Background: an optimization exercise with open tools, aiming at small area and a short achievable clock period. Do not read the settings as production practice. Function was checked by simulation only, so behaviour that the tests miss may differ from the original. No activity file was given, so power comes from the tool's default toggle rates.

File: flow/config.mk
export PLATFORM = sky130hd
export DESIGN_NAME = fifo
export DESIGN_NICKNAME = fifo
export VERILOG_FILES = /design/flow/design.v
export SDC_FILE = /design/flow/constraint.sdc
export NUM_CORES = 4
export LEC_CHECK = 0
export CAP_MARGIN = 20
export CORE_MARGIN = 2
export CORE_UTILIZATION = 60
export CTS_CLUSTER_DIAMETER = 100
export CTS_CLUSTER_SIZE = 30
export PLACE_DENSITY = 0.72
export SETUP_SLACK_MARGIN = 3.8
export SLEW_MARGIN = 20
export SYNTH_HIERARCHICAL = 1
export SYNTH_MINIMUM_KEEP_SIZE = 0
File: flow/constraint.sdc
create_clock -name core_clock -period 6.0 [get_ports {clk}]
set_input_delay 1.2000 -clock core_clock [delete_from_list [all_inputs] [get_ports {clk}]]
set_output_delay 1.2000 -clock core_clock [all_outputs]
set_load 0.01 [all_outputs]
File: flow/design.v
module fifo(clk,res,wr_en,rd_en,wdata,rdata,empty,full,overflow,underflow);
	parameter WIDTH=32;
	parameter FIFO_SIZE=32;
	parameter PTR_WIDTH=$clog2(FIFO_SIZE);
	localparam HALF=WIDTH/2;
	localparam NGO=8;             
	input clk,res,wr_en,rd_en;
	input [WIDTH-1:0]wdata;
	output reg empty,full,overflow,underflow;
	output reg[WIDTH-1:0]rdata;
	reg[PTR_WIDTH-1:0]wr_ptr,rd_ptr;
	reg[FIFO_SIZE-1:0]rd_sel;     
	reg nfull, nempty;
	wire do_r = rd_en & nempty;
	wire [PTR_WIDTH-1:0] wr_inc = wr_ptr + 1'b1;
	wire [PTR_WIDTH-1:0] rd_inc = rd_ptr + 1'b1;
	wire [NGO-1:0] go;
	wire do_w = go[0];
	genvar b, g, k;
	generate
		for (g = 0; g < NGO; g = g + 1) begin : wgo
			fifo_and2 u (.a(wr_en), .b(nfull), .y(go[g]));
		end
	endgenerate
	wire [3:0] pa;
	wire [7:0] pb;
	fifo_dec2 upa (.a(wr_ptr[1:0]), .y(pa));
	fifo_dec3 upb (.a(wr_ptr[4:2]), .y(pb));
	wire [WIDTH-1:0] word [FIFO_SIZE-1:0];
	generate
		for (k = 0; k < FIFO_SIZE; k = k + 1) begin : w
			wire we_lo, we_hi;
			fifo_and3 ul (.a(go[(2*k)%NGO]), .b(pa[k%4]), .c(pb[k/4]), .y(we_lo));
			fifo_and3 uh (.a(go[(2*k+1)%NGO]), .b(pa[k%4]), .c(pb[k/4]), .y(we_hi));
			reg [WIDTH-1:0] q;
			always @(posedge clk) begin
				if (we_lo) q[HALF-1:0] <= wdata[HALF-1:0];
				if (we_hi) q[WIDTH-1:HALF] <= wdata[WIDTH-1:HALF];
			end
			assign word[k] = q;
		end
	endgenerate
	wire [WIDTH-1:0] rd_word_n;
	generate
		for (b = 0; b < WIDTH; b = b + 1) begin : rbit
			wire [10:0] n;
			for (g = 0; g < 10; g = g + 1) begin : grp
				fifo_aoi222 u (.a1(rd_sel[3*g]), .a2(word[3*g][b]),
				               .b1(rd_sel[3*g+1]), .b2(word[3*g+1][b]),
				               .c1(rd_sel[3*g+2]), .c2(word[3*g+2][b]), .y(n[g]));
			end
			fifo_aoi22 u10 (.a1(rd_sel[30]), .a2(word[30][b]),
			                .b1(rd_sel[31]), .b2(word[31][b]), .y(n[10]));
			wire o0, o1, o2;
			fifo_nand4 u11 (.a(n[0]), .b(n[1]), .c(n[2]), .d(n[3]), .y(o0));
			fifo_nand4 u12 (.a(n[4]), .b(n[5]), .c(n[6]), .d(n[7]), .y(o1));
			fifo_nand3 u13 (.a(n[8]), .b(n[9]), .c(n[10]), .y(o2));
			fifo_nor3 u14 (.a(o0), .b(o1), .c(o2), .y(rd_word_n[b]));
		end
	endgenerate
	always @(posedge clk) begin
		if (res) begin
			wr_ptr <= 0;
			rd_ptr <= 0;
			rd_sel <= 1;
			empty <= 1'b1;
			nempty <= 1'b0;
			full <= 1'b0;
			nfull <= 1'b1;
			overflow <= 1'b0;
			underflow <= 1'b0;
			rdata <= 0;
		end else begin
			if (do_w) wr_ptr <= wr_inc;
			if (do_r) begin
				rd_ptr <= rd_inc;
				rd_sel <= {rd_sel[FIFO_SIZE-2:0], rd_sel[FIFO_SIZE-1]};
				rdata <= ~rd_word_n;
			end
			if (wr_en & ~nfull) overflow <= 1'b1;
			if (rd_en & ~nempty) underflow <= 1'b1;
			if (do_w) begin
				empty <= 1'b0;
				nempty <= 1'b1;
			end else if (do_r) begin
				empty <= (rd_inc == wr_ptr);
				nempty <= (rd_inc != wr_ptr);
			end
			if (do_r) begin
				full <= 1'b0;
				nfull <= 1'b1;
			end else if (do_w) begin
				full <= (wr_inc == rd_ptr);
				nfull <= (wr_inc != rd_ptr);
			end
		end
	end
endmodule
module fifo_and2(a,b,y);
	input a,b;
	output y;
	assign y = a & b;
endmodule
module fifo_and3(a,b,c,y);
	input a,b,c;
	output y;
	assign y = a & b & c;
endmodule
module fifo_dec2(a,y);
	input [1:0] a;
	output [3:0] y;
	assign y = 4'd1 << a;
endmodule
module fifo_dec3(a,y);
	input [2:0] a;
	output [7:0] y;
	assign y = 8'd1 << a;
endmodule
module fifo_aoi22(a1,a2,b1,b2,y);
	input a1,a2,b1,b2;
	output y;
	assign y = ~((a1 & a2) | (b1 & b2));
endmodule
module fifo_nand4(a,b,c,d,y);
	input a,b,c,d;
	output y;
	assign y = ~(a & b & c & d);
endmodule
module fifo_aoi222(a1,a2,b1,b2,c1,c2,y);
	input a1,a2,b1,b2,c1,c2;
	output y;
	assign y = ~((a1 & a2) | (b1 & b2) | (c1 & c2));
endmodule
module fifo_nand3(a,b,c,y);
	input a,b,c;
	output y;
	assign y = ~(a & b & c);
endmodule
module fifo_nor3(a,b,c,y);
	input a,b,c;
	output y;
	assign y = ~(a | b | c);
endmodule
File: flow/flow/run.sh
#!/bin/bash
# Standard synthesis, then the standard ORFS layout with the I/O port buffers
# made from sky130_fd_sc_hd__buf_2 instead of the tool's default pick (a delay cell).
set -euo pipefail
bash standard.sh synth > synth_make.log 2>&1
export BUFFER_PORTS_ARGS="-buffer_cell sky130_fd_sc_hd__buf_2"
bash standard.sh finish > layout_make.log 2>&1
File: flow/standard.sh
#!/bin/bash
# synth_recipe.tcl (not shown) runs the flow's synth.tcl, then flattens the netlist and writes it again
# the make line also repeats each setting of config.mk as NAME=value (left out here)
make -C /OpenROAD-flow-scripts/flow DESIGN_CONFIG=/design/flow/config.mk WORK_HOME=/design/flow/orfs CLKGATE_MAP_FILE= SYNTH_SCRIPT=/design/flow/synth_recipe.tcl "${@:-finish}"
==> flow_metrics.env, run 1 <==
export IMPL_outcome="finished clean"
export IMPL_ir_worst_vdd_uv=188
export IMPL_worstHoldPathType="flop to flop"
export IMPL_initial_cell_density_of_the_core_pct=60.4
export IMPL_rr_startpoint="rd_sel[21]"
export IMPL_layout_net_count=2098
export IMPL_floorplan_die_height_microns=258
export IMPL_clock_sinks=1104
export IMPL_worst_setup_path_start_kind="flop"
export IMPL_ff2ff_path_depth=5
export IMPL_syn_inst=1926
export IMPL_final_max_slew_violation_count=0
export IMPL_finalSetupViolations=0
export IMPL_finalCriticalPeriod_ns=2.36
export IMPL_top_fanout_value_on_the_critical_path=2
export IMPL_postSynthRegisterBits=1104
export IMPL_critPathTopFamily="flip-flops"
export IMPL_number_of_buffers_on_the_longest_clock_path=3
export IMPL_final_common_cell="edfxtp_1"
export IMPL_netlist_area_pre_place_sq_um=38700
export IMPL_clkSlewWorstSetupHoldPaths_ns=0.11
export IMPL_timing_hold_worst_path_depth=2
export IMPL_final_setup_worst_slack_ns=3.64
export IMPL_placement_rows=93
export IMPL_p_leak_nw=12.8
export IMPL_drt_wl_total_mm=88.7
export IMPL_critical_path_class="flop to output port"
export IMPL_yosysWarningCount=7
export IMPL_ant_nets=0
export IMPL_via_per_instance_ratio=7.11
export IMPL_library_cells_used_by_synthesis=46
export IMPL_multiInputGateArea_sq_um=6390
export IMPL_final_fill_count=4149
export IMPL_drive_gt1_share_pct=17.0
export IMPL_port_buffers=71
export IMPL_routed_via_count=20991
export IMPL_chipWidth_microns=258
export IMPL_power_density_nw_per_um2=299
export IMPL_detail_route_wl_per_cell_microns=30.1
export IMPL_hold_buffers=0
export IMPL_netlist_area_leader_share_pct=79.4
export IMPL_tightestPinTransition_ns=0.853
export IMPL_placement_setup_worst_slack_ns=3.09
export IMPL_synth_xor_area_share_pct=0.336
export IMPL_post_synth_fa_ha_maj_area_fraction_pct=0.0646
export IMPL_post_route_period_util_pct=39.4
export IMPL_routabilityCongestion=0.841
export IMPL_grt_start_max_net_pins=53
export IMPL_ctsHtreeMaxLevel=2
export IMPL_drt_pass1_iterations=9
export IMPL_grt_antenna_before_repair=3
export IMPL_drt_drc_violations_left=0
export IMPL_mappedNetlistNets=1964
export IMPL_floorplan_io_pins=72
export IMPL_timing_reg2reg_setup_slack_ns=3.85
export IMPL_arrival_ns=1.16
export IMPL_synth_area_leader_cell="edfxtp_1"
export IMPL_fp_dieArea_sq_um=66600
export IMPL_critical_path_depth=1
export IMPL_inserted_clock_buffers=42
export IMPL_grt_total_usage_pct=26.4
export IMPL_cpMaxStageDelayCell="dfxtp_4"
export IMPL_drv_cap=0
export IMPL_synth_top_family_by_area="compound AO/OA/AOI/OAI gates"
export IMPL_final_setup_tns_ns=0
export IMPL_required_ns=4.80
export IMPL_coreArea_sq_um=64100
export IMPL_final_hold_violation_count=0
export IMPL_max_slew_margin_pct=43.1
export IMPL_compound_gate_fraction_of_synth_area_pct=10.6
export IMPL_first_pass_grt_wire_length_mm=130
export IMPL_hold_start="rd_sel[24]"
export IMPL_critical_path_endpoint_type="output port"
export IMPL_clk_root_buffer_cell="clkbuf_16"
export IMPL_post_synth_cell_area_avg_sq_um=20.1
export IMPL_vias_in_the_first_global_route=20098
export IMPL_asyncSetResetFlopFracSynth_pct=0
export IMPL_ys_seq_area_share_pct=83.6
export IMPL_finalClockSkew_ns=0.0201
export IMPL_area_growth_synth_to_finish_pct=8.69
export IMPL_critical_path_cell_chain="buf_6"
export IMPL_place_detailed_hpwl_mm=52.4
export IMPL_crit_buf_inv=1
export IMPL_grt_overflow_total=0
export IMPL_ys_flop_type="edfxtp_1"
export IMPL_hold_path_end="rd_sel[24]"
export IMPL_layout_common_cells="1024 x edfxtp_1, 320 x a222oi_1, 71 x nand2_1, 66 x nand4_1, 63 x and3_2"
export IMPL_area_sequential_sq_um=32400
export IMPL_clock_insertion_delay_worst_skew_ns=0.63
export IMPL_synth_edf_count=1024
export IMPL_max_freq_ghz=0.423
export IMPL_proportion_of_synthesized_area_in_mux_cells_pct=0.0259
export IMPL_postLayoutCoreUtil_pct=65.6
export IMPL_critical_path_reg2reg_endpoint="rdata[31]"
export IMPL_critical_path_max_stage_delay_ns=0.42
export IMPL_post_synth_main_area_contributors="edfxtp_1 79%, a222oi_1 8.3%, dfxtp_1 4.1%"
export IMPL_clock_tree_from_tritoncts="done"
export IMPL_detail_route_iter0_violations=3856
export IMPL_post_synth_and_or_nand_nor_area_fraction_pct=5.08
export IMPL_rsz_0062_raised_after_global_routing="true"
## modules after synthesis, one instance, submodules excluded
| module | flops+latches | copies in the design |
|---|---|---|
| fifo_and3 | 0 | 64 |
| fifo_aoi222 | 0 | 320 |
| fifo_aoi22 | 0 | 32 |
| fifo_and2 | 0 | 8 |
| fifo_nand4 | 0 | 64 |
| fifo_dec2 | 0 | 1 |
| fifo | 1104 | 1 |
| fifo_nand3 | 0 | 32 |
| fifo_dec3 | 0 | 1 |
| fifo_nor3 | 0 | 32 |
## state kept, by name, indices dropped and copies added (netlist names)
name       flops
rd_ptr         5
rd_sel        32
rdata         32
nempty         1
full           1
empty          1
underflow      1
wr_ptr         5
nfull          1
overflow       1
w.q         1024
## per-stage QoR
step / hold WS [ns] / power (mW) / std cells / cell area, sq um
after global routing: 0.525 / 12.9 / 2950 / 42100
after detailed placement: 0.480 / 9.13 / 2861 / 40400
final: 0.507 / 12.6 / 2951 / 42100
after global placement: 0.446 / 9.11 / 2861 / 40400
after floorplan: 0.470 / 8.89 / 1926 / 38800
after CTS: 0.508 / 12.6 / 2943 / 42000
## worst max-delay path by stage
stage	to	from	slack, ns
floorplan	nempty	wr_en	3.75
global placement	full	rd_en	3.14
detailed placement	full	rd_en	3.09
CTS	empty	empty	3.63
global route	empty	empty	3.60
finish	empty	empty	3.64
## power by group
part	internal, mW	total [mW]	switching (mW)	leakage (nW)
clock network	1.43	3.57	2.14	0.596
logic	0.149	0.488	0.339	2.33
registers	8.48	8.53	0.0448	9.90
## metal layers
layer,vias to the layer above,track usage (%),share of wire (%)
met5,-,0,0.026
met4,4,5.15,1.4
met3,87,4.97,12
met2,1265,41.2,47
met1,10762,39.8,40
li1,8873,-,-
## synth_stat cells (2+ instances only)
cell / number
nor3_1: 2
o21ai_0: 3
xor2_1: 5
a211oi_1: 32
a222oi_1: 320
nand4_1: 66
ha_1: 2
nand2b_1: 2
clkbuf_1: 21
or3_1: 2
buf_1: 2
dfxtp_1: 80
xnor2_1: 8
nor3_2: 32
and3b_2: 3
nor2_1: 45
a21oi_1: 38
and3_1: 64
nor3b_1: 3
nand2_1: 71
a22oi_2: 32
and2_1: 9
inv_1: 3
nand3_1: 36
edfxtp_1: 1024
## cell type report
class / count / area share [%]
diodes: 2 / 0.0119
well taps: 855 / 2.54
multi-input cells: 794 / 15.2
repair buffers: 115 / 2.18
flip-flops and latches: 1104 / 77.1
inverters: 3 / 0.0268
clock inverters: 1 / 0.0208
clock buffers: 77 / 2.96
## what timing repair did
action | 4_1_cts | 5_1_grt
resized for setup | 85 | 18
pin swaps | 0 | 8
gates cloned | 1 | 0
setup endpoints to repair | 528 | 463
buffers inserted | 3 | 6
## logic make-up (layout without fill, tap and decap cells)
logic type / count (synthesis) / count (layout)
muxes: 1 / 1
DFF: 1104 / 1104
and+or+nand+nor: 344 / 345
other: 0 / 2
buffers and inverters: 29 / 196
AOI/OAI and AO/OA: 432 / 432
xor gates and xnor gates: 14 / 14
adders and majority gates: 2 / 2
==> inputs of run 2 (changes only) <==
--- a/flow/config.mk
+++ b/flow/config.mk
@@ -13,3 +13,3 @@
 export PLACE_DENSITY = 0.72
-export SETUP_SLACK_MARGIN = 3.8
+export SETUP_SLACK_MARGIN = 3.5
 export SLEW_MARGIN = 20
==> run 2 against run 1 <==
Die area unchanged. First-iteration DRC count grew 3.1%. Via count increased by 0.99%. Flip-flop and latch count unchanged. Still clean on timing, DRC and antenna. Fmax is 5.9% lower. Hold slack got worse by 0.040 ns. Power about the same. Critical endpoint is now w[9].q[10].
==> flow_metrics.env, run 2 <==
export IMPL_arrival_ns=2.77
export IMPL_timing_reg2reg_setup_slack_ns=3.51
export IMPL_post_route_period_util_pct=41.9
export IMPL_power_density_nw_per_um2=303
export IMPL_tightestPinTransition_ns=1.10
export IMPL_floorplan_die_height_microns=258
export IMPL_critical_path_endpoint_type="flop"
export IMPL_ant_nets=0
export IMPL_ys_seq_area_share_pct=83.6
export IMPL_max_freq_ghz=0.398
export IMPL_largest_reg_flops=1024
export IMPL_critical_path_depth=3
export IMPL_drt_wl_total_mm=96.6
export IMPL_drv_cap=0
export IMPL_layout_top_registers="w.q: 1024 flops, rd_sel: 32 flops, rdata: 32 flops"
export IMPL_required_ns=6.26
export IMPL_max_flop_register="w.q"
export IMPL_post_synth_cell_area_avg_sq_um=20.1
export IMPL_routabilityCongestion=0.881
export IMPL_layout_net_count=2084
export IMPL_routed_wl_met2_mm=47.2
export IMPL_detail_route_wl_per_cell_microns=32.9
export IMPL_grt_start_max_net_pins=61
export IMPL_grt_overflow_total=0
export IMPL_final_fill_count=4257
export IMPL_crit_buf_inv=1
export IMPL_clock_sinks=1104
export IMPL_final_setup_worst_slack_ns=3.49
export IMPL_final_max_slew_violation_count=0
export IMPL_critical_path_reg2reg_endpoint="w[11].q[23]"
export IMPL_area_growth_synth_to_finish_pct=7.46
export IMPL_met1Wirelength_mm=36.0
export IMPL_coreArea_sq_um=64100
export IMPL_final_common_cell="edfxtp_1"
export IMPL_outcome="finished clean"
export IMPL_synth_edf_count=1024
export IMPL_grt_total_usage_pct=28.5
export IMPL_grt_antenna_before_repair=2
export IMPL_drive_gt1_share_pct=13.1
export IMPL_postSynthRegisterBits=1104
export IMPL_cpMaxStageDelayCell="and3_1"
export IMPL_clock_insertion_delay_worst_skew_ns=0.63
export IMPL_ranking_of_synthesized_cells_by_instance_count="1024 x edfxtp_1, 320 x a222oi_1, 80 x dfxtp_1, 71 x nand2_1, 66 x nand4_1"
export IMPL_clk_root_buffer_cell="clkbuf_16"
export IMPL_mappedNetlistNets=1964
export IMPL_critical_path_cell_chain="buf_2 > and2_1 > and3_1"
export IMPL_floorplan_io_pins=72
export IMPL_chipWidth_microns=258
export IMPL_total_power_mw=12.6
export IMPL_finalCriticalPeriod_ns=2.51
export IMPL_detail_route_iter0_violations=3974
export IMPL_clock_tree_from_tritoncts="done"
export IMPL_netlist_area_pre_place_sq_um=38700
export IMPL_netlist_area_leader_share_pct=79.4
export IMPL_detailed_routed_wire_length_on_met3_mm=10.7
export IMPL_library_cells_used_by_synthesis=46
export IMPL_highest_layer="met5"
export IMPL_area_sequential_sq_um=32400
export IMPL_final_hold_violation_count=0
export IMPL_clkSlewWorstSetupHoldPaths_ns=0.11
export IMPL_critical_path_max_stage_delay_ns=0.81
export IMPL_postCtsSetupRepairBufs=0
export IMPL_p_leak_nw=12.7
export IMPL_drt_drc_violations_left=0
export IMPL_ff2ff_path_depth=2
export IMPL_placement_rows=93
export IMPL_placement_setup_worst_slack_ns=2.66
export IMPL_port_buffers=71
export IMPL_via_per_instance_ratio=7.22
export IMPL_first_pass_grt_wire_length_mm=136
export IMPL_final_setup_tns_ns=0
export IMPL_ctsHtreeMaxLevel=2
export IMPL_worst_setup_path_start_kind="input pin"
export IMPL_asyncSetResetFlopFracSynth_pct=0
export IMPL_rsz_0062_raised_after_global_routing="false"
export IMPL_initial_cell_density_of_the_core_pct=60.4
export IMPL_timing_hold_worst_path_depth=2
export IMPL_hold_start="rd_sel[24]"
export IMPL_layout_common_cells="1024 x edfxtp_1, 320 x a222oi_1, 71 x nand2_1, 71 x buf_2, 68 x dfxtp_1"
export IMPL_post_synth_main_area_contributors="edfxtp_1 79%, a222oi_1 8.3%, dfxtp_1 4.1%"
export IMPL_worstHoldPathType="flop to flop"
export IMPL_routed_via_count=21199
export IMPL_drt_pass1_iterations=8
export IMPL_top_fanout_value_on_the_critical_path=16
export IMPL_finalSetupViolations=0
export IMPL_max_slew_margin_pct=26.8
export IMPL_finalClockSkew_ns=0.0167
export IMPL_ir_worst_vdd_uv=201
export IMPL_number_of_buffers_on_the_longest_clock_path=3
export IMPL_critical_path_class="input pin to flop"
export IMPL_critPathTopFamily="simple AND/OR/NAND/NOR gates"
export IMPL_inserted_clock_buffers=42
export IMPL_multiInputGateArea_sq_um=6310
export IMPL_rr_startpoint="wr_ptr[3]"
export IMPL_hold_path_end="rd_sel[24]"
export IMPL_vias_in_the_first_global_route=19918
export IMPL_synth_area_leader_cell="edfxtp_1"
export IMPL_place_detailed_hpwl_mm=59.2
export IMPL_ys_flop_type="edfxtp_1"
export IMPL_fp_dieArea_sq_um=66600
export IMPL_yosysWarningCount=7
export IMPL_synthMostInstantiatedCell="edfxtp_1"
export IMPL_syn_inst=1926
[run 2: logic make-up after synthesis]
family | Yosys count | synth area share, %
AOI/OAI and AO/OA | 432 | 10.6
xor gates and xnor gates | 14 | 0.336
adders and majority gates | 2 | 0.0646
buffers and inverters | 29 | 0.307
DFF | 1104 | 83.6
muxes | 1 | 0.0259
and+or+nand+nor | 344 | 5.08
[run 2: worst min-delay path, stage by stage, from the launching register on]
cell and delay (ns):
dfxtp_1 0.33, nand2_1 0.05, a21oi_1 0.05
[run 2: power breakdown]
part,switching (mW),total [mW],internal (mW)
Combinational,0.381,0.500,0.119
Sequential,0.0436,8.52,8.48
Clock,2.14,3.57,1.43
Total,2.56,12.6,10.0
[run 2: stage by stage]
stage	hold slack (ns)	std cells	utilization [%]	area, sq um
final	0.468	2935	64.9	41600
after global placement	0.446	2857	62.8	40300
after CTS	0.467	2934	64.8	41600
after global routing	0.485	2934	64.9	41600
after detailed placement	0.452	2857	62.8	40300
after floorplan	0.470	1926	-	38700
[run 2: per-layer routing]
metal | up-vias | global-route usage (%)
li1 | 8839 | -
met5 | - | 0
met4 | 2 | 7.43
met3 | 156 | 5.37
met2 | 1374 | 46.8
met1 | 10828 | 39.9
[run 2: how the worst max path moves through the flow]
stage          startpoint     endpoint  slack [ns]
2_1_floorplan       wr_en       nempty        3.54
3_3_place_gp        wr_en  w[28].q[10]        2.73
3_5_place_dp        wr_en  w[24].q[12]        2.66
4_1_cts         wr_ptr[2]   w[5].q[29]        3.51
5_1_grt         wr_ptr[4]  w[19].q[30]        3.50
6_report            wr_en   w[9].q[10]        3.49
[run 2: cell type report]
type / instances / share of cell area [%]
tap: 855 / 2.57
timing repair buffer: 102 / 1.41
clock inverter: 1 / 0.0211
multi-input combinational: 793 / 15.2
clock buffer: 76 / 2.99
sequential: 1104 / 77.8
antenna: 1 / 0.00602
inverter: 3 / 0.0271
[run 2: modules after synthesis (local to each module, per instance)]
module | cells | cell area (sq um) | times used | flops+latches
fifo_dec2 | 4 | 26.3 | 1 | 0
fifo | 1362 | 33700 | 1 | 1104
fifo_and3 | 1 | 6.26 | 64 | 0
fifo_nand3 | 1 | 5.00 | 32 | 0
fifo_nor3 | 1 | 10.0 | 32 | 0
fifo_aoi22 | 1 | 12.5 | 32 | 0
fifo_dec3 | 8 | 65.1 | 1 | 0
fifo_and2 | 1 | 6.26 | 8 | 0
fifo_nand4 | 1 | 6.26 | 64 | 0
fifo_aoi222 | 1 | 10.0 | 320 | 0
[run 2: timing repair]
action / 4_1_cts / 5_1_grt
resized for setup: 8 / 33
pin swaps: 0 / 7
endpoints found under the setup margin: 401 / 417
hold buffers: 0 / 0
==> inputs of run 3 (changes only) <==
--- a/flow/config.mk
+++ b/flow/config.mk
@@ -13,3 +13,3 @@
 export PLACE_DENSITY = 0.72
-export SETUP_SLACK_MARGIN = 3.5
+export SETUP_SLACK_MARGIN = 4.1
 export SLEW_MARGIN = 20
==> run 3 against run 2 <==
Critical path depth shrank 2. Clock skew rose by 0.0064 ns. Setup slack improved by 0.19 ns. Die area is the same. Sequential share of layout area decreased by 3.3 points. Combinational power is about 20% higher. Power up 0.71%. Flip-flop and latch count unchanged. Synthesized area unchanged. Synthesized cell count unchanged. Wire length decreased by 3.5%. Sequential power hardly changed. Largest power group unchanged.
==> flow_metrics.env, run 3 <==
export IMPL_critical_path_depth=1
export IMPL_post_synth_cell_area_avg_sq_um=20.1
export IMPL_layout_top_registers="w.q: 1024 flops, rd_sel: 32 flops, rdata: 32 flops"
export IMPL_place_detailed_hpwl_mm=51.7
export IMPL_clock_insertion_delay_worst_skew_ns=0.62
export IMPL_ir_worst_vdd_uv=200
export IMPL_tightestPinTransition_ns=0.747
export IMPL_ranking_of_synthesized_cells_by_instance_count="1024 x edfxtp_1, 320 x a222oi_1, 80 x dfxtp_1, 71 x nand2_1, 66 x nand4_1"
export IMPL_layout_net_count=2159
export IMPL_inserted_clock_buffers=42
export IMPL_required_ns=4.80
export IMPL_yosysWarningCount=7
export IMPL_largest_reg_flops=1024
export IMPL_final_max_slew_violation_count=0
export IMPL_finalInstanceArea_sq_um=43600
export IMPL_arrival_ns=1.13
export IMPL_drt_wl_total_mm=93.2
export IMPL_finalClockSkew_ns=0.0232
export IMPL_synthMostInstantiatedCell="edfxtp_1"
export IMPL_critical_path_cell_chain="buf_6"
export IMPL_post_synth_and_or_nand_nor_area_fraction_pct=5.08
export IMPL_hold_buffers=0
export IMPL_initial_cell_density_of_the_core_pct=60.4
export IMPL_syn_inst=1926
export IMPL_ff2ff_path_depth=6
export IMPL_finalSetupViolations=0
export IMPL_proportion_of_synthesized_area_in_mux_cells_pct=0.0259
export IMPL_top_fanout_value_on_the_critical_path=2
export IMPL_critPathTopFamily="flip-flops"
export IMPL_floorplan_die_height_microns=258
export IMPL_grt_antenna_before_repair=3
export IMPL_area_growth_synth_to_finish_pct=12.6
export IMPL_max_freq_ghz=0.430
export IMPL_crit_buf_inv=1
export IMPL_cpMaxStageDelayCell="dfxtp_4"
export IMPL_drt_drc_violations_left=0
export IMPL_rr_startpoint="rd_sel[21]"
export IMPL_max_flop_register="w.q"
export IMPL_routed_via_count=21414
export IMPL_clkSlewWorstSetupHoldPaths_ns=0.11
export IMPL_fp_dieArea_sq_um=66600
export IMPL_floorplan_io_pins=72
export IMPL_post_route_period_util_pct=38.8
export IMPL_ys_flop_type="edfxtp_1"
export IMPL_ant_nets=0
export IMPL_drive_gt1_share_pct=23.4
export IMPL_hold_start="rd_sel[26]"
export IMPL_postSynthRegisterBits=1104
export IMPL_netlist_area_leader_share_pct=79.4
export IMPL_drv_cap=0
export IMPL_critical_path_max_stage_delay_ns=0.38
export IMPL_coreArea_sq_um=64100
export IMPL_final_common_cell="edfxtp_1"
export IMPL_final_hold_violation_count=0
export IMPL_ctsHtreeMaxLevel=2
export IMPL_synth_top_family_by_area="compound AO/OA/AOI/OAI gates"
export IMPL_post_synth_fa_ha_maj_area_fraction_pct=0.0646
export IMPL_final_fill_count=4025
export IMPL_clk_root_buffer_cell="clkbuf_16"
export IMPL_critical_path_endpoint_type="output port"
export IMPL_critical_path_class="flop to output port"
export IMPL_grt_overflow_total=0
export IMPL_critical_path_reg2reg_endpoint="rdata[14]"
export IMPL_via_per_instance_ratio=7.11
export IMPL_power_density_nw_per_um2=291
export IMPL_detail_route_iter0_violations=4363
export IMPL_postLayoutCoreUtil_pct=68.0
export IMPL_first_pass_grt_wire_length_mm=132
export IMPL_finalCriticalPeriod_ns=2.33
export IMPL_worst_setup_path_start_kind="flop"
export IMPL_max_slew_margin_pct=50.2
export IMPL_port_buffers=71
export IMPL_drt_pass1_iterations=9
export IMPL_timing_reg2reg_setup_slack_ns=3.98
export IMPL_grt_total_usage_pct=26.8
export IMPL_post_synth_main_area_contributors="edfxtp_1 79%, a222oi_1 8.3%, dfxtp_1 4.1%"
export IMPL_asyncSetResetFlopFracSynth_pct=0
export IMPL_synth_edf_count=1024
export IMPL_final_setup_tns_ns=0
export IMPL_chipWidth_microns=258
export IMPL_compound_gate_fraction_of_synth_area_pct=10.6
export IMPL_worstSetupEndpoint="rdata[17]"
export IMPL_synth_xor_area_share_pct=0.336
export IMPL_number_of_buffers_on_the_longest_clock_path=3
export IMPL_mappedNetlistNets=1964
export IMPL_worstSetupStartpoint="rdata[17]"
export IMPL_clock_sinks=1104
export IMPL_grt_start_max_net_pins=44
export IMPL_p_leak_nw=13.3
export IMPL_routabilityCongestion=0.772
export IMPL_vias_in_the_first_global_route=20334
export IMPL_library_cells_used_by_synthesis=46
export IMPL_synth_area_leader_cell="edfxtp_1"
export IMPL_outcome="finished clean"
export IMPL_worstHoldPathType="flop to flop"
export IMPL_dpl_cell_area_sq_um=40900
export IMPL_netlist_area_pre_place_sq_um=38700
export IMPL_placement_rows=93
export IMPL_ys_seq_area_share_pct=83.6
export IMPL_clock_tree_from_tritoncts="done"
export IMPL_rsz_0062_raised_after_global_routing="true"
export IMPL_layout_common_cells="1024 x edfxtp_1, 320 x a222oi_1, 68 x buf_4, 66 x nand4_1, 66 x nand2_1"
export IMPL_detail_route_wl_per_cell_microns=30.9
run 3: cell counts after synthesis:
No cell type changed its count.
run 3: layout make-up:
type / count / area [sq um] / share of cell area, %
clock inverters: 1 / 8.76 / 0.0201
multi-input cells: 799 / 7080 / 16.2
repair buffers: 171 / 1710 / 3.92
well taps: 855 / 1070 / 2.46
inverters: 3 / 11.3 / 0.0258
flip-flops and latches: 1104 / 32500 / 74.5
diodes: 2 / 5.00 / 0.0115
clock buffers: 76 / 1240 / 2.85
run 3: power breakdown:
| part | internal (mW) | leakage, nW | switching, mW |
|---|---|---|---|
| logic | 0.209 | 2.79 | 0.390 |
| clock network | 1.43 | 0.595 | 2.13 |
| registers | 8.48 | 9.90 | 0.0457 |
| total | 10.1 | 13.3 | 2.57 |
run 3: worst min-delay path, stage by stage, from the launching register on:
cell and delay (ns):
dfxtp_1 0.33, nand2_1 0.05, a21oi_1 0.05
run 3: through the flow:
stage	setup WS, ns	hold WS (ns)	std cells	power, mW
6_report	3.67	0.455	3011	12.7
5_1_grt	3.64	0.502	3011	13.0
4_1_cts	3.65	0.453	2978	12.7
3_5_place_dp	2.77	0.447	2861	9.19
3_3_place_gp	2.85	0.436	2861	9.16
2_1_floorplan	3.75	0.470	1926	8.97
run 3: what timing repair did:
item,4_1_cts,5_1_grt
setup endpoints to repair,973,275
pin swaps,49,65
cloned,4,11
resized for setup,144,32
setup buffers,36,20
run 3: worst min path at each step:
| stage | to | depth (start not counted) |
|---|---|---|
| final | rd_sel[27] | 2 |
| after global routing | rd_sel[27] | 2 |
| after CTS | rd_sel[27] | 2 |
| after detailed placement | rd_sel[27] | 2 |
| after global placement | rd_sel[27] | 2 |
| after floorplan | rd_ptr[4] | 2 |
run 3: cells by family after synthesis:
kind of cell	count (synthesis)
compound gates	432
xor+xnor	14
fa+ha+maj	2
buf+inv	29
flops	1104
mux	1
simple gates	344
run 3: layer usage:
layer / track usage, % / up-vias / share of wire (%)
met1: 40.6 / 10993 / 39
met2: 42.3 / 1299 / 48
met4: 5.83 / 0 / 2.2
li1: - / 9000 / -
met3: 4.01 / 122 / 11
met5: 0 / - / 0
run 3: Yosys stat by module (local to each module, per instance):
module / cell area, sq um / times used / cells / flops+latches
fifo_aoi222: 10.0 / 320 / 1 / 0
fifo_and3: 6.26 / 64 / 1 / 0
fifo_and2: 6.26 / 8 / 1 / 0
fifo: 33700 / 1 / 1362 / 1104
fifo_dec3: 65.1 / 1 / 8 / 0
fifo_dec2: 26.3 / 1 / 4 / 0
fifo_nand3: 5.00 / 32 / 1 / 0
fifo_aoi22: 12.5 / 32 / 1 / 0
fifo_nand4: 6.26 / 64 / 1 / 0
fifo_nor3: 10.0 / 32 / 1 / 0
==> inputs of run 4 (changes only) <==
--- a/flow/design.v
+++ b/flow/design.v
@@ -11,3 +11,5 @@
 	reg[PTR_WIDTH-1:0]wr_ptr,rd_ptr;
-	reg[FIFO_SIZE-1:0]rd_sel;     
+	reg[3:0]rs_lo;
+	reg[7:0]rs_hi;
+	wire[FIFO_SIZE-1:0]rd_sel;
 	reg nfull, nempty;
@@ -42,2 +44,7 @@
 	endgenerate
+	generate
+		for (k = 0; k < FIFO_SIZE; k = k + 1) begin : rs
+			fifo_and2 u (.a(rs_lo[k%4]), .b(rs_hi[k/4]), .y(rd_sel[k]));
+		end
+	endgenerate
 	wire [WIDTH-1:0] rd_word_n;
@@ -64,3 +71,4 @@
 			rd_ptr <= 0;
-			rd_sel <= 1;
+			rs_lo <= 1;
+			rs_hi <= 1;
 			empty <= 1'b1;
@@ -76,3 +84,4 @@
 				rd_ptr <= rd_inc;
-				rd_sel <= {rd_sel[FIFO_SIZE-2:0], rd_sel[FIFO_SIZE-1]};
+				rs_lo <= {rs_lo[2:0], rs_lo[3]};
+				if (rs_lo[3]) rs_hi <= {rs_hi[6:0], rs_hi[7]};
 				rdata <= ~rd_word_n;
--- a/flow/config.mk
+++ b/flow/config.mk
@@ -13,3 +13,3 @@
 export PLACE_DENSITY = 0.72
-export SETUP_SLACK_MARGIN = 4.1
+export SETUP_SLACK_MARGIN = 3.8
 export SLEW_MARGIN = 20
==> run 4 against run 3 <==
Still clean on timing, DRC and antenna. Design area is 1.7% lower. Combinational power is about 20% lower. Setup slack worse by 0.13 ns. Count of clock-buffer cells in the layout stayed put. Hold slack better by 0.028 ns. Via count is 1.8% higher. Clock power hardly changed. Fmax is 5.2% lower. Cell count is 1.8% lower. Synthesized area is 1.2% lower. Critical path type is now flop to flop. Largest cell class unchanged. Highest routed layer is now met5.
==> flow_metrics.env, run 4 <==
export IMPL_routabilityCongestion=0.832
export IMPL_detail_route_wl_per_cell_microns=33.7
export IMPL_drv_cap=0
export IMPL_mappedNetlistNets=1911
export IMPL_place_detailed_hpwl_mm=57.8
export IMPL_yosysWarningCount=7
export IMPL_ir_worst_vdd_uv=303
export IMPL_detail_route_iter0_violations=4941
export IMPL_fp_dieArea_sq_um=65800
export IMPL_max_flop_register="w.q"
export IMPL_clock_sinks=1084
export IMPL_postSynthRegisterBits=1084
export IMPL_final_common_cell="edfxtp_1"
export IMPL_required_ns=6.46
export IMPL_p_leak_nw=13.3
export IMPL_critical_path_class="flop to flop"
export IMPL_floorplan_io_pins=72
export IMPL_drive_gt1_share_pct=20.9
export IMPL_coreArea_sq_um=63100
export IMPL_worst_setup_path_start_kind="flop"
export IMPL_crit_buf_inv=1
export IMPL_max_slew_margin_pct=29.8
export IMPL_netlist_area_pre_place_sq_um=38200
export IMPL_clock_tree_from_tritoncts="done"
export IMPL_critPathTopFamily="simple AND/OR/NAND/NOR gates"
export IMPL_chipWidth_microns=256
export IMPL_finalSetupViolations=0
export IMPL_cpMaxStageDelayCell="a222oi_1"
export IMPL_ant_nets=0
export IMPL_inserted_clock_buffers=42
export IMPL_asyncSetResetFlopFracSynth_pct=0
export IMPL_critical_path_endpoint_type="flop"
export IMPL_tightestPinTransition_ns=1.05
export IMPL_initial_cell_density_of_the_core_pct=60.6
export IMPL_netlist_area_leader_share_pct=80.4
export IMPL_final_hold_violation_count=0
export IMPL_ys_seq_area_share_pct=83.5
export IMPL_drt_drc_violations_left=0
export IMPL_drt_pass1_iterations=9
export IMPL_ys_flop_type="edfxtp_1"
export IMPL_via_per_instance_ratio=7.37
export IMPL_layout_common_cells="1024 x edfxtp_1, 320 x a222oi_1, 68 x nand4_1, 64 x and3_2, 53 x clkbuf_16"
export IMPL_final_max_slew_violation_count=0
export IMPL_outcome="finished clean"
export IMPL_clkSlewWorstSetupHoldPaths_ns=0.12
export IMPL_library_cells_used_by_synthesis=43
export IMPL_post_route_period_util_pct=40.9
export IMPL_syn_inst=1873
export IMPL_grt_start_max_net_pins=59
export IMPL_synth_edf_count=1024
export IMPL_clock_insertion_delay_worst_skew_ns=0.63
export IMPL_port_buffers=71
export IMPL_power_density_nw_per_um2=290
export IMPL_area_growth_synth_to_finish_pct=12.0
export IMPL_grt_antenna_before_repair=3
export IMPL_post_synth_main_area_contributors="edfxtp_1 80%, a222oi_1 8.4%, dfxtp_1 3.1%"
export IMPL_final_setup_tns_ns=0
export IMPL_synthMostInstantiatedCell="edfxtp_1"
export IMPL_grt_total_usage_pct=29.2
export IMPL_critical_path_cell_chain="and2_4 > buf_12 > a222oi_1 > nand4_1 > nor3_2 > a211oi_1"
export IMPL_drt_wl_total_mm=99.7
export IMPL_ranking_of_synthesized_cells_by_instance_count="1024 x edfxtp_1, 320 x a222oi_1, 68 x nand4_1, 65 x and3_1, 60 x dfxtp_1"
export IMPL_max_freq_ghz=0.408
export IMPL_layout_top_registers="w.q: 1024 flops, rdata: 32 flops, rs_hi: 8 flops"
export IMPL_ctsHtreeMaxLevel=2
export IMPL_grt_overflow_total=0
export IMPL_floorplan_die_height_microns=256
export IMPL_dpl_cell_area_sq_um=39900
export IMPL_largest_reg_flops=1024
export IMPL_clk_root_buffer_cell="clkbuf_16"
export IMPL_hold_buffers=0
export IMPL_vias_in_the_first_global_route=20009
export IMPL_post_synth_cell_area_avg_sq_um=20.4
export IMPL_routed_via_count=21800
export IMPL_critical_path_max_stage_delay_ns=0.75
export IMPL_number_of_buffers_on_the_longest_clock_path=3
export IMPL_arrival_ns=2.92
export IMPL_top_fanout_value_on_the_critical_path=8
export IMPL_worstHoldPathType="flop to flop"
export IMPL_finalInstanceArea_sq_um=42900
export IMPL_placement_rows=92
export IMPL_synth_area_leader_cell="edfxtp_1"
export IMPL_rsz_0062_raised_after_global_routing="true"
export IMPL_layout_net_count=2114
export IMPL_first_pass_grt_wire_length_mm=139
export IMPL_finalCriticalPeriod_ns=2.45
export IMPL_finalClockSkew_ns=0.0292
run 4: cell count changes after synthesis, moves of 13 or more:
cell and delta:
and2_1 +32, dfxtp_1 -20, clkbuf_1 -13, nand2_1 -40, a21oi_1 -22
run 4: worst paths after layout:
check | depth (start not counted) | slack, ns | endpoint | from
setup / recovery | 6 | 3.55 | rdata[24] | rs_lo[3]
hold reg to reg | 2 | 0.48 | underflow | underflow
hold / removal | 2 | 0.48 | underflow | underflow
setup reg to reg | 6 | 3.55 | rdata[24] | rs_lo[3]
run 4: stage by stage:
stage / power (mW) / hold WS [ns] / instances / utilization (%) / worst slack, ns
after floorplan: 8.71 / 0.465 / 1873 / - / 3.87
after global placement: 8.95 / 0.450 / 2805 / 63.3 / 2.95
after detailed placement: 8.97 / 0.457 / 2805 / 63.3 / 2.94
after CTS: 12.5 / 0.489 / 2912 / 66.8 / 3.64
after global routing: 12.8 / 0.532 / 2956 / 67.9 / 3.56
final: 12.4 / 0.482 / 2958 / 67.9 / 3.55
run 4: final cells by class:
type | count | area, sq um
inverters | 5 | 18.8
well taps | 846 | 1060
diodes | 2 | 5.00
multi-input cells | 769 | 6440
repair buffers | 174 | 2020
clock inverters | 2 | 31.3
fillers | 4002 | 20200
clock buffers | 76 | 1240
flip-flops and latches | 1084 | 32000
run 4: worst reg2reg max path, delay by kind of cell (launching register included):
kind                   cells  cell delay, ns
buffers and inverters      1            0.15
AND/OR/NAND/NOR            3            0.89
flip-flops                 1            0.40
AO/OA/AOI/OAI              2            0.84
run 4: Yosys stat by module (local to each module, per instance):
module,flops+latches,copies in the design,cells inside
fifo,1084,1,1277
fifo_dec3,0,1,8
fifo_dec2,0,1,4
fifo_aoi22,0,32,1
fifo_aoi222,0,320,1
fifo_nor3,0,32,1
fifo_and2,0,40,1
fifo_and3,0,64,1
fifo_nand4,0,64,1
fifo_nand3,0,32,1
run 4: report_power, final:
part / total [mW] / switching, mW / internal [mW]
Clock: 3.58 / 2.14 / 1.44
Combinational: 0.480 / 0.343 / 0.136
Sequential: 8.38 / 0.0437 / 8.34
Total: 12.4 / 2.52 / 9.92
run 4: logic make-up (layout without fill, tap and decap cells):
group,Yosys count,count (layout),synth area share (%)
and+or+nand+nor,338,341,5.29
other,0,2,0
AOI/OAI and AO/OA,411,411,10.5
xor gates and xnor gates,14,14,0.340
muxes,1,1,0.0262
adders and majority gates,2,2,0.0654
buffers and inverters,23,257,0.272
DFF,1084,1084,83.5
run 4: timing repair:
| action | CTS | global route |
|---|---|---|
| resized for setup | 181 | 60 |
| buffers inserted | 21 | 34 |
| gates cloned | 8 | 10 |
| setup endpoints to repair | 741 | 449 |
| pin swaps | 86 | 111 |
run 4: layer usage:
metal  share of wire (%)  GRT usage [%]
met1                  37           43.0
met2                  48           47.1
met3                  11           3.65
met4                 3.2           8.11
met5               0.026              0
==> inputs of run 5 (changes only) <==
--- a/flow/config.mk
+++ b/flow/config.mk
@@ -9,6 +9,6 @@
 export CORE_MARGIN = 2
-export CORE_UTILIZATION = 60
+export CORE_UTILIZATION = 70
 export CTS_CLUSTER_DIAMETER = 100
 export CTS_CLUSTER_SIZE = 30
-export PLACE_DENSITY = 0.72
+export PLACE_DENSITY = 0.8
 export SETUP_SLACK_MARGIN = 3.8
==> run 5 against run 4 <==
Still clean on timing, DRC and antenna. Synthesized cell count did not move. Die area fell by 14%. Cell count fell by 5.6%. Fmax rose by 4.4%. Clock power fell by 2%. Power fell by 0.17%. Sequential share of layout area rose by 0.74 points. Via count rose by 1.4%. Largest cell class unchanged. Highest routed layer is now met4.
==> flow_metrics.env, run 5 <==
export IMPL_coreArea_sq_um=53900
export IMPL_layout_top_registers="w.q: 1024 flops, rdata: 32 flops, rs_hi: 8 flops"
export IMPL_place_detailed_hpwl_mm=57.3
export IMPL_yosysWarningCount=7
export IMPL_post_synth_main_area_contributors="edfxtp_1 80%, a222oi_1 8.4%, dfxtp_1 3.1%"
export IMPL_port_buffers=71
export IMPL_vias_in_the_first_global_route=20402
export IMPL_internal_power_mw=9.87
export IMPL_finalClockSkew_ns=0.0336
export IMPL_post_route_period_util_pct=39.1
export IMPL_hold_path_end="rdata[10]"
export IMPL_critical_path_cell_chain="buf_6"
export IMPL_ir_worst_vdd_uv=234
export IMPL_clkSlewWorstSetupHoldPaths_ns=0.11
export IMPL_arrival_ns=1.15
export IMPL_drt_drc_violations_left=0
export IMPL_tightestPinTransition_ns=1.10
export IMPL_clk_root_buffer_cell="clkbuf_16"
export IMPL_routed_via_count=22108
export IMPL_chipWidth_microns=238
export IMPL_grt_antenna_before_repair=2
export IMPL_clock_tree_from_tritoncts="done"
export IMPL_hold_start="rdata[10]"
export IMPL_max_slew_margin_pct=26.4
export IMPL_ff2ff_path_depth=7
export IMPL_grt_overflow_total=0
export IMPL_cpMaxStageDelayCell="dfxtp_4"
export IMPL_hold_buffers=0
export IMPL_clock_sinks=1084
export IMPL_max_flop_register="w.q"
export IMPL_hold_ws_ns=0.521
export IMPL_rsz_0062_raised_after_global_routing="true"
export IMPL_synth_area_leader_cell="edfxtp_1"
export IMPL_crit_buf_inv=1
export IMPL_floorplan_die_height_microns=238
export IMPL_ranking_of_synthesized_cells_by_instance_count="1024 x edfxtp_1, 320 x a222oi_1, 68 x nand4_1, 65 x and3_1, 60 x dfxtp_1"
export IMPL_ys_seq_area_share_pct=83.5
export IMPL_final_common_cell="edfxtp_1"
export IMPL_number_of_buffers_on_the_longest_clock_path=3
export IMPL_required_ns=4.80
export IMPL_switching_share_pct=20.5
export IMPL_placedCellCount=2655
export IMPL_synth_edf_count=1024
export IMPL_drt_pass1_iterations=9
export IMPL_mappedNetlistNets=1911
export IMPL_total_switching_power_mw=2.55
export IMPL_syn_inst=1873
export IMPL_critical_path_max_stage_delay_ns=0.38
export IMPL_area_sequential_sq_um=32000
export IMPL_finalCriticalPeriod_ns=2.35
export IMPL_layout_net_count=2101
export IMPL_worstHoldPathType="flop to flop"
export IMPL_outcome="finished clean"
export IMPL_netlist_area_leader_share_pct=80.4
export IMPL_largest_reg_flops=1024
export IMPL_seqPwrFrac_pct=67.5
export IMPL_critical_path_endpoint_type="output port"
export IMPL_p_leak_nw=13.2
export IMPL_postSynthRegisterBits=1084
export IMPL_floorplan_io_pins=72
export IMPL_detail_route_wl_per_cell_microns=35.8
export IMPL_num_antenna_cells=0
export IMPL_detail_route_iter0_violations=5448
export IMPL_clock_insertion_delay_worst_skew_ns=0.64
export IMPL_final_max_slew_violation_count=0
export IMPL_critical_path_class="flop to output port"
export IMPL_post_synth_cell_area_avg_sq_um=20.4
export IMPL_final_fill_count=2679
export IMPL_drt_wl_total_mm=99.8
export IMPL_ys_flop_type="edfxtp_1"
export IMPL_pwr_share_comb_pct=4.3
export IMPL_synthMostInstantiatedCell="edfxtp_1"
export IMPL_area_growth_synth_to_finish_pct=11.0
export IMPL_layout_common_cells="1024 x edfxtp_1, 320 x a222oi_1, 68 x nand4_1, 59 x and3_2, 56 x buf_6"
export IMPL_worst_setup_path_start_kind="flop"
export IMPL_netlist_area_pre_place_sq_um=38200
export IMPL_ant_nets=0
export IMPL_critical_path_reg2reg_endpoint="rdata[17]"
export IMPL_ctsHtreeMaxLevel=2
export IMPL_first_pass_grt_wire_length_mm=136
export IMPL_finalSetupViolations=0
export IMPL_power_clock_fraction_pct=28.1
export IMPL_max_freq_ghz=0.426
export IMPL_power_density_nw_per_um2=293
export IMPL_asyncSetResetFlopFracSynth_pct=0
export IMPL_drv_cap=0
export IMPL_initial_cell_density_of_the_core_pct=70.9
export IMPL_top_fanout_value_on_the_critical_path=2
export IMPL_routabilityCongestion=0.908
export IMPL_grt_start_max_net_pins=76
export IMPL_timing_reg2reg_setup_slack_ns=3.66
export IMPL_library_cells_used_by_synthesis=43
export IMPL_grt_total_usage_pct=34.1
export IMPL_critPathTopFamily="flip-flops"
export IMPL_inserted_clock_buffers=42
export IMPL_drive_gt1_share_pct=20.4
export IMPL_rr_startpoint="rs_lo[0]"
export IMPL_via_per_instance_ratio=7.92
export IMPL_final_hold_violation_count=0
export IMPL_fp_dieArea_sq_um=56500
export IMPL_final_setup_tns_ns=0
export IMPL_multiInputGateArea_sq_um=6450
export IMPL_post_layout_nonfiller_instances=2791
export IMPL_timing_hold_worst_path_depth=2
export IMPL_placement_rows=85
## run 5: cell counts after synthesis
No cell type changed its count.
## run 5: layout make-up
type	instances	area share (%)
inverters	5	0.0442
clock inverters	2	0.0914
repair buffers	163	4.30
multi-input cells	767	15.2
well taps	696	2.05
flip-flops and latches	1084	75.5
clock buffers	74	2.81
## run 5: layer usage
layer / up-vias / track usage, % / part of all wire, %
li1: 8825 / - / -
met1: 10990 / 49.9 / 34
met5: - / 0 / 0
met4: 0 / 12.8 / 5.1
met3: 265 / 6.15 / 15
met2: 2028 / 52.7 / 46
## run 5: worst max-delay path by stage
stage | from | to | slack (ns) | cells after the start
after floorplan | wr_en | nfull | 3.87 | 4
after global placement | wr_en | w[4].q[8] | 2.93 | 3
after detailed placement | wr_en | w[24].q[4] | 2.88 | 3
after CTS | rdata[31] | rdata[31] | 3.64 | 1
after global routing | overflow | overflow | 3.63 | 1
final | rdata[31] | rdata[31] | 3.65 | 1
## run 5: repair_timing
action,CTS,global route
cloned,3,13
setup endpoints to repair,692,901
buffers inserted,18,26
gates resized for setup,154,84
pin swaps,49,104
hold endpoints to repair,0,0
## run 5: kinds of logic after synthesis
family	count (synthesis)	share of synthesized area (%)
buffers and inverters	23	0.272
adders and majority gates	2	0.0654
and+or+nand+nor	338	5.29
AOI/OAI and AO/OA	411	10.5
xor gates and xnor gates	14	0.340
muxes	1	0.0262
DFF	1084	83.5
## run 5: power groups by stage
stage | Combinational, mW | Clock (mW) | Sequential, mW
global route | 0.554 | 3.74 | 8.40
detailed placement | 0.465 | 0 | 8.55
global placement | 0.445 | 0 | 8.55
floorplan | 0.170 | 0 | 8.54
CTS | 0.497 | 3.49 | 8.39
finish | 0.538 | 3.50 | 8.39
## run 5: stage by stage
step | util [%] | worst slack, ns | power (mW) | area, sq um
finish | 78.7 | 3.65 | 12.4 | 42400
global route | 78.7 | 3.63 | 12.7 | 42400
CTS | 77.3 | 3.64 | 12.4 | 41700
detailed placement | 73.7 | 2.88 | 9.02 | 39700
global placement | 73.7 | 2.93 | 8.99 | 39700
floorplan | - | 3.87 | 8.71 | 38300
## run 5: modules after synthesis, one instance, submodules excluded
module,cells inside,flops+latches
fifo_nand4,1,0
fifo_and3,1,0
fifo_nor3,1,0
fifo_and2,1,0
fifo,1277,1084
fifo_dec3,8,0
fifo_nand3,1,0
fifo_aoi222,1,0
fifo_aoi22,1,0
fifo_dec2,4,0
==> inputs of run 6 (changes only) <==
--- a/flow/design.v
+++ b/flow/design.v
@@ -52,3 +52,3 @@
 		for (b = 0; b < WIDTH; b = b + 1) begin : rbit
-			wire [10:0] n;
+			wire [9:0] n;
 			for (g = 0; g < 10; g = g + 1) begin : grp
@@ -58,4 +58,5 @@
 			end
-			fifo_aoi22 u10 (.a1(rd_sel[30]), .a2(word[30][b]),
-			                .b1(rd_sel[31]), .b2(word[31][b]), .y(n[10]));
+			wire n30, n31;
+			fifo_nand2 u30 (.a(rd_sel[30]), .b(word[30][b]), .y(n30));
+			fifo_nand2 u31 (.a(rd_sel[31]), .b(word[31][b]), .y(n31));
 			wire o0, o1, o2;
@@ -63,3 +64,3 @@
 			fifo_nand4 u12 (.a(n[4]), .b(n[5]), .c(n[6]), .d(n[7]), .y(o1));
-			fifo_nand3 u13 (.a(n[8]), .b(n[9]), .c(n[10]), .y(o2));
+			fifo_nand4 u13 (.a(n[8]), .b(n[9]), .c(n30), .d(n31), .y(o2));
 			fifo_nor3 u14 (.a(o0), .b(o1), .c(o2), .y(rd_word_n[b]));
@@ -127,6 +128,6 @@
 endmodule
-module fifo_aoi22(a1,a2,b1,b2,y);
-	input a1,a2,b1,b2;
+module fifo_nand2(a,b,y);
+	input a,b;
 	output y;
-	assign y = ~((a1 & a2) | (b1 & b2));
+	assign y = ~(a & b);
 endmodule
@@ -142,7 +143,2 @@
 endmodule
-module fifo_nand3(a,b,c,y);
-	input a,b,c;
-	output y;
-	assign y = ~(a & b & c);
-endmodule
 module fifo_nor3(a,b,c,y);
--- a/flow/config.mk
+++ b/flow/config.mk
@@ -9,6 +9,6 @@
 export CORE_MARGIN = 2
-export CORE_UTILIZATION = 70
+export CORE_UTILIZATION = 60
 export CTS_CLUSTER_DIAMETER = 100
 export CTS_CLUSTER_SIZE = 30
-export PLACE_DENSITY = 0.8
+export PLACE_DENSITY = 0.72
 export SETUP_SLACK_MARGIN = 3.8
==> run 6 against run 5 <==
Register-to-register slack worse by 0.07 ns. Sequential power hardly changed. Synthesized cell count rose by 1.7%. Non-clock buffer count down 7. Design area rose by 0.39%. Synthesized area is 0.31% lower. Clock skew down 0.0018 ns. Die area up 16%.
==> flow_metrics.env, run 6 <==
export IMPL_critical_path_reg2reg_endpoint="rdata[6]"
export IMPL_rr_startpoint="rs_lo[0]"
export IMPL_vias_in_the_first_global_route=19335
export IMPL_finalInstanceArea_sq_um=42600
export IMPL_synth_top_family_by_area="compound AO/OA/AOI/OAI gates"
export IMPL_hold_ws_ns=0.510
export IMPL_proportion_of_synthesized_area_in_mux_cells_pct=0.0263
export IMPL_first_pass_grt_wire_length_mm=132
export IMPL_layout_top_registers="w.q: 1024 flops, rdata: 32 flops, rs_hi: 8 flops"
export IMPL_postSynthRegisterBits=1084
export IMPL_drt_pass1_iterations=8
export IMPL_finalClockSkew_ns=0.0318
export IMPL_critical_path_endpoint_type="flop"
export IMPL_timing_hold_worst_path_depth=2
export IMPL_detail_route_iter0_violations=4591
export IMPL_post_synth_and_or_nand_nor_area_fraction_pct=6.04
export IMPL_clock_sinks=1084
export IMPL_ff2ff_path_depth=8
export IMPL_coreArea_sq_um=63000
export IMPL_post_route_period_util_pct=40.2
export IMPL_final_common_cell="edfxtp_1"
export IMPL_mappedNetlistNets=1943
export IMPL_clock_tree_from_tritoncts="done"
export IMPL_layout_common_cells="1024 x edfxtp_1, 320 x a222oi_1, 100 x nand4_1, 95 x nand2_1, 65 x and3_2"
export IMPL_place_detailed_hpwl_mm=55.8
export IMPL_dpl_cell_area_sq_um=39800
export IMPL_total_switching_power_mw=2.55
export IMPL_yosysWarningCount=7
export IMPL_placement_rows=92
export IMPL_ys_seq_area_share_pct=83.8
export IMPL_postLayoutCoreUtil_pct=67.7
export IMPL_library_cells_used_by_synthesis=42
export IMPL_grt_antenna_before_repair=4
export IMPL_critical_path_class="flop to flop"
export IMPL_detail_route_wl_per_cell_microns=32.7
export IMPL_total_power_mw=12.5
export IMPL_clkSlewWorstSetupHoldPaths_ns=0.12
export IMPL_timing_reg2reg_setup_slack_ns=3.59
export IMPL_clk_root_buffer_cell="clkbuf_16"
export IMPL_grt_total_usage_pct=27.8
export IMPL_seqPwrFrac_pct=67.2
export IMPL_compound_gate_fraction_of_synth_area_pct=9.45
export IMPL_ir_worst_vdd_uv=218
export IMPL_port_buffers=71
export IMPL_finalSetupViolations=0
export IMPL_ranking_of_synthesized_cells_by_instance_count="1024 x edfxtp_1, 320 x a222oi_1, 100 x nand4_1, 95 x nand2_1, 65 x and3_1"
export IMPL_post_synth_fa_ha_maj_area_fraction_pct=0.0656
export IMPL_netlist_area_pre_place_sq_um=38100
export IMPL_internal_power_mw=9.93
export IMPL_asyncSetResetFlopFracSynth_pct=0
export IMPL_inserted_clock_buffers=42
export IMPL_power_density_nw_per_um2=293
export IMPL_grt_overflow_total=0
export IMPL_finalCriticalPeriod_ns=2.41
export IMPL_ys_flop_type="edfxtp_1"
export IMPL_tightestPinTransition_ns=0.816
export IMPL_post_layout_nonfiller_instances=2969
export IMPL_arrival_ns=2.91
export IMPL_synthMostInstantiatedCell="edfxtp_1"
export IMPL_rsz_0062_raised_after_global_routing="true"
export IMPL_ctsHtreeMaxLevel=2
export IMPL_post_synth_cell_area_avg_sq_um=20.0
export IMPL_chipWidth_microns=256
export IMPL_via_per_instance_ratio=7.23
export IMPL_outcome="finished clean"
export IMPL_max_slew_margin_pct=45.6
export IMPL_floorplan_io_pins=72
export IMPL_final_hold_violation_count=0
export IMPL_hold_path_end="rs_hi[4]"
export IMPL_drt_drc_violations_left=0
export IMPL_routabilityCongestion=0.898
export IMPL_max_freq_ghz=0.414
export IMPL_area_growth_synth_to_finish_pct=11.7
export IMPL_post_synth_main_area_contributors="edfxtp_1 81%, a222oi_1 8.4%, dfxtp_1 3.2%"
export IMPL_pwr_share_comb_pct=4.2
export IMPL_number_of_buffers_on_the_longest_clock_path=3
export IMPL_worst_setup_path_start_kind="flop"
export IMPL_placedCellCount=2837
export IMPL_synth_area_leader_cell="edfxtp_1"
export IMPL_switching_share_pct=20.4
export IMPL_fp_dieArea_sq_um=65600
export IMPL_final_max_slew_violation_count=0
export IMPL_power_clock_fraction_pct=28.6
export IMPL_layout_net_count=2126
export IMPL_drv_cap=0
export IMPL_netlist_area_leader_share_pct=80.6
export IMPL_synth_xor_area_share_pct=0.341
export IMPL_largest_reg_flops=1024
export IMPL_synth_edf_count=1024
export IMPL_ant_nets=0
export IMPL_floorplan_die_height_microns=256
export IMPL_final_setup_tns_ns=0
export IMPL_hold_start="rs_hi[3]"
export IMPL_grt_start_max_net_pins=43
export IMPL_routed_via_count=21462
export IMPL_max_flop_register="w.q"
export IMPL_initial_cell_density_of_the_core_pct=60.6
export IMPL_hold_buffers=0
export IMPL_drive_gt1_share_pct=18.0
export IMPL_clock_insertion_delay_worst_skew_ns=0.63
export IMPL_required_ns=6.49
export IMPL_p_leak_nw=13.2
export IMPL_worstHoldPathType="flop to flop"
export IMPL_final_setup_worst_slack_ns=3.59
export IMPL_syn_inst=1905
export IMPL_drt_wl_total_mm=97.2
export IMPL_placement_setup_worst_slack_ns=2.93
export IMPL_top_fanout_value_on_the_critical_path=7
[run 6: cell count changes in the layout (fill, tap and decap cells not counted), sizes merged]
cell    previous run  this run
nand4             68       100
inv                6         5
a22oi             32         0
nand3             34         2
bufbuf             0         3
buf              152       142
clkbuf            85        87
diode              0         2
nand2             31        95
[run 6: cells by family (layout without fill, tap and decap cells)]
group,count (synthesis),in the layout
other cells,0,2
simple gates,402,403
buf+inv,23,238
compound gates,379,379
mux,1,1
flops,1084,1084
xor+xnor,14,14
fa+ha+maj,2,2
[run 6: metal layers]
metal  part of all wire, %  track usage (%)
met1                    37             41.9
met2                    46             42.7
met3                    14             4.96
met4                   2.5             7.47
met5                     0                0
[run 6: worst max-delay path by stage]
stage               slack, ns        end  startpoint
global placement         2.96  w[0].q[1]       wr_en
floorplan                3.87      nfull       wr_en
finish                   3.59   rdata[6]    rs_lo[0]
CTS                      3.62  underflow   underflow
detailed placement       2.93  w[0].q[0]       wr_en
global route             3.60  underflow   underflow
[run 6: layout make-up]
| cell class | count | area, sq um |
|---|---|---|
| sequential | 1084 | 32000 |
| fill | 3935 | 20400 |
| multi-input combinational | 799 | 6300 |
| timing repair buffer | 156 | 1910 |
| clock buffer | 76 | 1240 |
| tap | 846 | 1060 |
| clock inverter | 1 | 30.0 |
| inverter | 5 | 18.8 |
| antenna | 2 | 5.00 |
[run 6: Yosys stat by module, one instance, submodules excluded]
module	flops+latches	area (sq um)	times used
fifo_and3	0	6.26	64
fifo_nand2	0	3.75	64
fifo_nor3	0	10.0	32
fifo_dec3	0	65.1	1
fifo_aoi222	0	10.0	320
fifo_dec2	0	26.3	1
fifo_and2	0	6.26	40
fifo	1084	33000	1
fifo_nand4	0	6.26	96
[run 6: what timing repair did]
action,CTS,global route
pin swaps,84,87
cloned,10,12
resized for setup,167,56
setup endpoints to repair,840,519
buffers inserted,10,21
[run 6: critical path, cell delays in order (launching register included)]
cell	delay, ns
dfxtp_4	0.39
buf_6	0.13
and2_4	0.20
buf_12	0.15
buf_12	0.13
a222oi_1	0.54
nand4_1	0.31
nor3_2	0.29
a211oi_1	0.12
[run 6: power by group through the flow]
stage	clock (mW)	sequential, mW	combinational (mW)
final	3.56	8.39	0.525
after global routing	3.85	8.39	0.544
after CTS	3.58	8.39	0.482
after detailed placement	0	8.55	0.453
after global placement	0	8.55	0.440
after floorplan	0	8.54	0.170
==> inputs of run 7 (changes only) <==
--- a/flow/design.v
+++ b/flow/design.v
@@ -11,5 +11,3 @@
 	reg[PTR_WIDTH-1:0]wr_ptr,rd_ptr;
-	reg[3:0]rs_lo;
-	reg[7:0]rs_hi;
-	wire[FIFO_SIZE-1:0]rd_sel;
+	reg[FIFO_SIZE-1:0]rd_sel;     
 	reg nfull, nempty;
@@ -44,7 +42,2 @@
 	endgenerate
-	generate
-		for (k = 0; k < FIFO_SIZE; k = k + 1) begin : rs
-			fifo_and2 u (.a(rs_lo[k%4]), .b(rs_hi[k/4]), .y(rd_sel[k]));
-		end
-	endgenerate
 	wire [WIDTH-1:0] rd_word_n;
@@ -72,4 +65,3 @@
 			rd_ptr <= 0;
-			rs_lo <= 1;
-			rs_hi <= 1;
+			rd_sel <= 1;
 			empty <= 1'b1;
@@ -85,4 +77,3 @@
 				rd_ptr <= rd_inc;
-				rs_lo <= {rs_lo[2:0], rs_lo[3]};
-				if (rs_lo[3]) rs_hi <= {rs_hi[6:0], rs_hi[7]};
+				rd_sel <= {rd_sel[FIFO_SIZE-2:0], rd_sel[FIFO_SIZE-1]};
 				rdata <= ~rd_word_n;
==> run 7 against run 6 <==
Via count is 2.5% lower. Wire length is 8.1% lower. Utilization is 1.4 points lower. Non-clock buffer count is 45 lower. Clock skew is 0.0074 ns higher. Fmax is 3.1% higher. Clock power is 1% lower. Global-route usage is 1.2 points lower. Power is 0.70% higher. Sequential share of layout area is 2.1 points higher. Sequential power is 2% higher. Flip-flop and latch count is 20 higher. Critical endpoint is now overflow. Largest power group unchanged.
==> flow_metrics.env, run 7 <==
export IMPL_post_route_period_util_pct=39.0
export IMPL_met1Wirelength_mm=33.6
export IMPL_post_synth_main_area_contributors="edfxtp_1 80%, a222oi_1 8.3%, dfxtp_1 4.2%"
export IMPL_drive_gt1_share_pct=15.6
export IMPL_grt_start_max_net_pins=80
export IMPL_max_flop_register="w.q"
export IMPL_timing_reg2reg_setup_slack_ns=3.82
export IMPL_detail_route_iter0_violations=3720
export IMPL_grt_total_usage_pct=26.7
export IMPL_cpMaxStageDelayCell="dfxtp_4"
export IMPL_critical_path_cell_chain="buf_6"
export IMPL_netlist_area_leader_share_pct=79.7
export IMPL_via_per_instance_ratio=7.05
export IMPL_critical_path_max_stage_delay_ns=0.39
export IMPL_ff2ff_path_depth=5
export IMPL_routed_wl_met2_mm=44.8
export IMPL_drt_drc_violations_left=0
export IMPL_asyncSetResetFlopFracSynth_pct=0
export IMPL_worst_setup_path_start_kind="flop"
export IMPL_p_leak_nw=12.8
export IMPL_inserted_clock_buffers=42
export IMPL_postLayoutCoreUtil_pct=66.3
export IMPL_rr_startpoint="rd_sel[2]"
export IMPL_worstSetupStartpoint="overflow"
export IMPL_layout_net_count=2126
export IMPL_synth_area_leader_cell="edfxtp_1"
export IMPL_drv_cap=0
export IMPL_max_freq_ghz=0.427
export IMPL_ant_nets=0
export IMPL_worstSetupEndpoint="overflow"
export IMPL_library_cells_used_by_synthesis=45
export IMPL_critical_path_reg2reg_endpoint="rdata[6]"
export IMPL_power_density_nw_per_um2=299
export IMPL_number_of_buffers_on_the_longest_clock_path=3
export IMPL_clkSlewWorstSetupHoldPaths_ns=0.12
export IMPL_highest_layer="met4"
export IMPL_post_layout_nonfiller_instances=2968
export IMPL_ir_worst_vdd_uv=364
export IMPL_ranking_of_synthesized_cells_by_instance_count="1024 x edfxtp_1, 320 x a222oi_1, 135 x nand2_1, 98 x nand4_1, 80 x dfxtp_1"
export IMPL_total_power_mw=12.6
export IMPL_outcome="finished clean"
export IMPL_finalClockSkew_ns=0.0392
export IMPL_ys_flop_type="edfxtp_1"
export IMPL_rsz_0062_raised_after_global_routing="true"
export IMPL_first_pass_grt_wire_length_mm=131
export IMPL_placement_rows=92
export IMPL_crit_buf_inv=1
export IMPL_port_buffers=71
export IMPL_clk_root_buffer_cell="clkbuf_16"
-- run 7: cell count changes in the layout (fill, tap and decap cells not counted), moves of 12 or more --
cell / before / now
a21oi_1: 16 / 38
and2_1: 19 / 7
and2_4: 20 / 2
and3_2: 65 / 52
and3_4: 0 / 13
buf_12: 20 / 0
clkbuf_16: 56 / 44
dfxtp_2: 27 / 47
nand2_1: 95 / 134
-- run 7: how the worst min path moves through the flow --
| stage | cells past startpoint | startpoint | slack [ns] | to |
|---|---|---|---|---|
| finish | 2 | rd_sel[26] | 0.47 | rd_sel[26] |
| global route | 2 | rd_sel[26] | 0.49 | rd_sel[26] |
| CTS | 2 | rd_sel[26] | 0.46 | rd_sel[26] |
| detailed placement | 2 | rd_sel[26] | 0.45 | rd_sel[26] |
| global placement | 2 | rd_sel[26] | 0.44 | rd_sel[26] |
| floorplan | 2 | rd_ptr[4] | 0.47 | rd_ptr[4] |
-- run 7: Yosys stat by module (local to each module, per instance) --
module,area (sq um),times used,cells,flip-flops and latches
fifo_dec2,26.3,1,4,0
fifo_dec3,65.1,1,8,0
fifo_and2,6.26,8,1,0
fifo_aoi222,10.0,320,1,0
fifo_and3,6.26,64,1,0
fifo,33700,1,1362,1104
fifo_nand2,3.75,64,1,0
fifo_nand4,6.26,96,1,0
fifo_nor3,10.0,32,1,0
-- run 7: where the power goes --
part,internal (mW),switching (mW),leakage (nW)
clock,1.41,2.12,0.585
sequential,8.48,0.0492,9.90
combinational,0.148,0.359,2.27
total,10.0,2.52,12.8
-- run 7: through the flow --
stage,area [sq um],setup WS [ns]
finish,42000,3.66
global route,42000,3.63
CTS,41900,3.64
detailed placement,40200,3.04
global placement,40200,3.08
floorplan,38700,3.75
-- run 7: cell type report --
cell class,count,area (sq um)
sequential,1104,32500
fill,4076,21300
multi-input combinational,826,6340
clock buffer,76,1220
tap,846,1060
timing repair buffer,111,881
inverter,3,11.3
clock inverter,1,8.76
antenna,1,2.50
-- run 7: per-layer routing --
layer,vias to the layer above,GRT usage [%]
met5,-,0
met4,0,9.06
li1,8919,-
met1,10708,36.7
met3,146,3.22
met2,1143,45.0
-- run 7: what timing repair did --
item / in CTS / in global routing
setup buffers: 6 / 1
setup endpoints to repair: 800 / 333
gates resized for setup: 113 / 24
pin swaps: 1 / 4
gates cloned: 1 / 0
-- run 7: kinds of logic after synthesis --
logic type | share of synthesized area (%)
buf+inv | 0.308
flops | 83.8
compound gates | 9.61
simple gates | 5.82
xor+xnor | 0.337
mux | 0.0259
fa+ha+maj | 0.0648

Re-timed with assumed drivers on the ports (clkbuf_16 on the clock, buf_2 on other inputs), run 7 has 3.593 ns of setup slack against 3.659 ns with ideal ports, and 3.134 ns once port delays also move by the mid clock arrival of 0.684 ns.
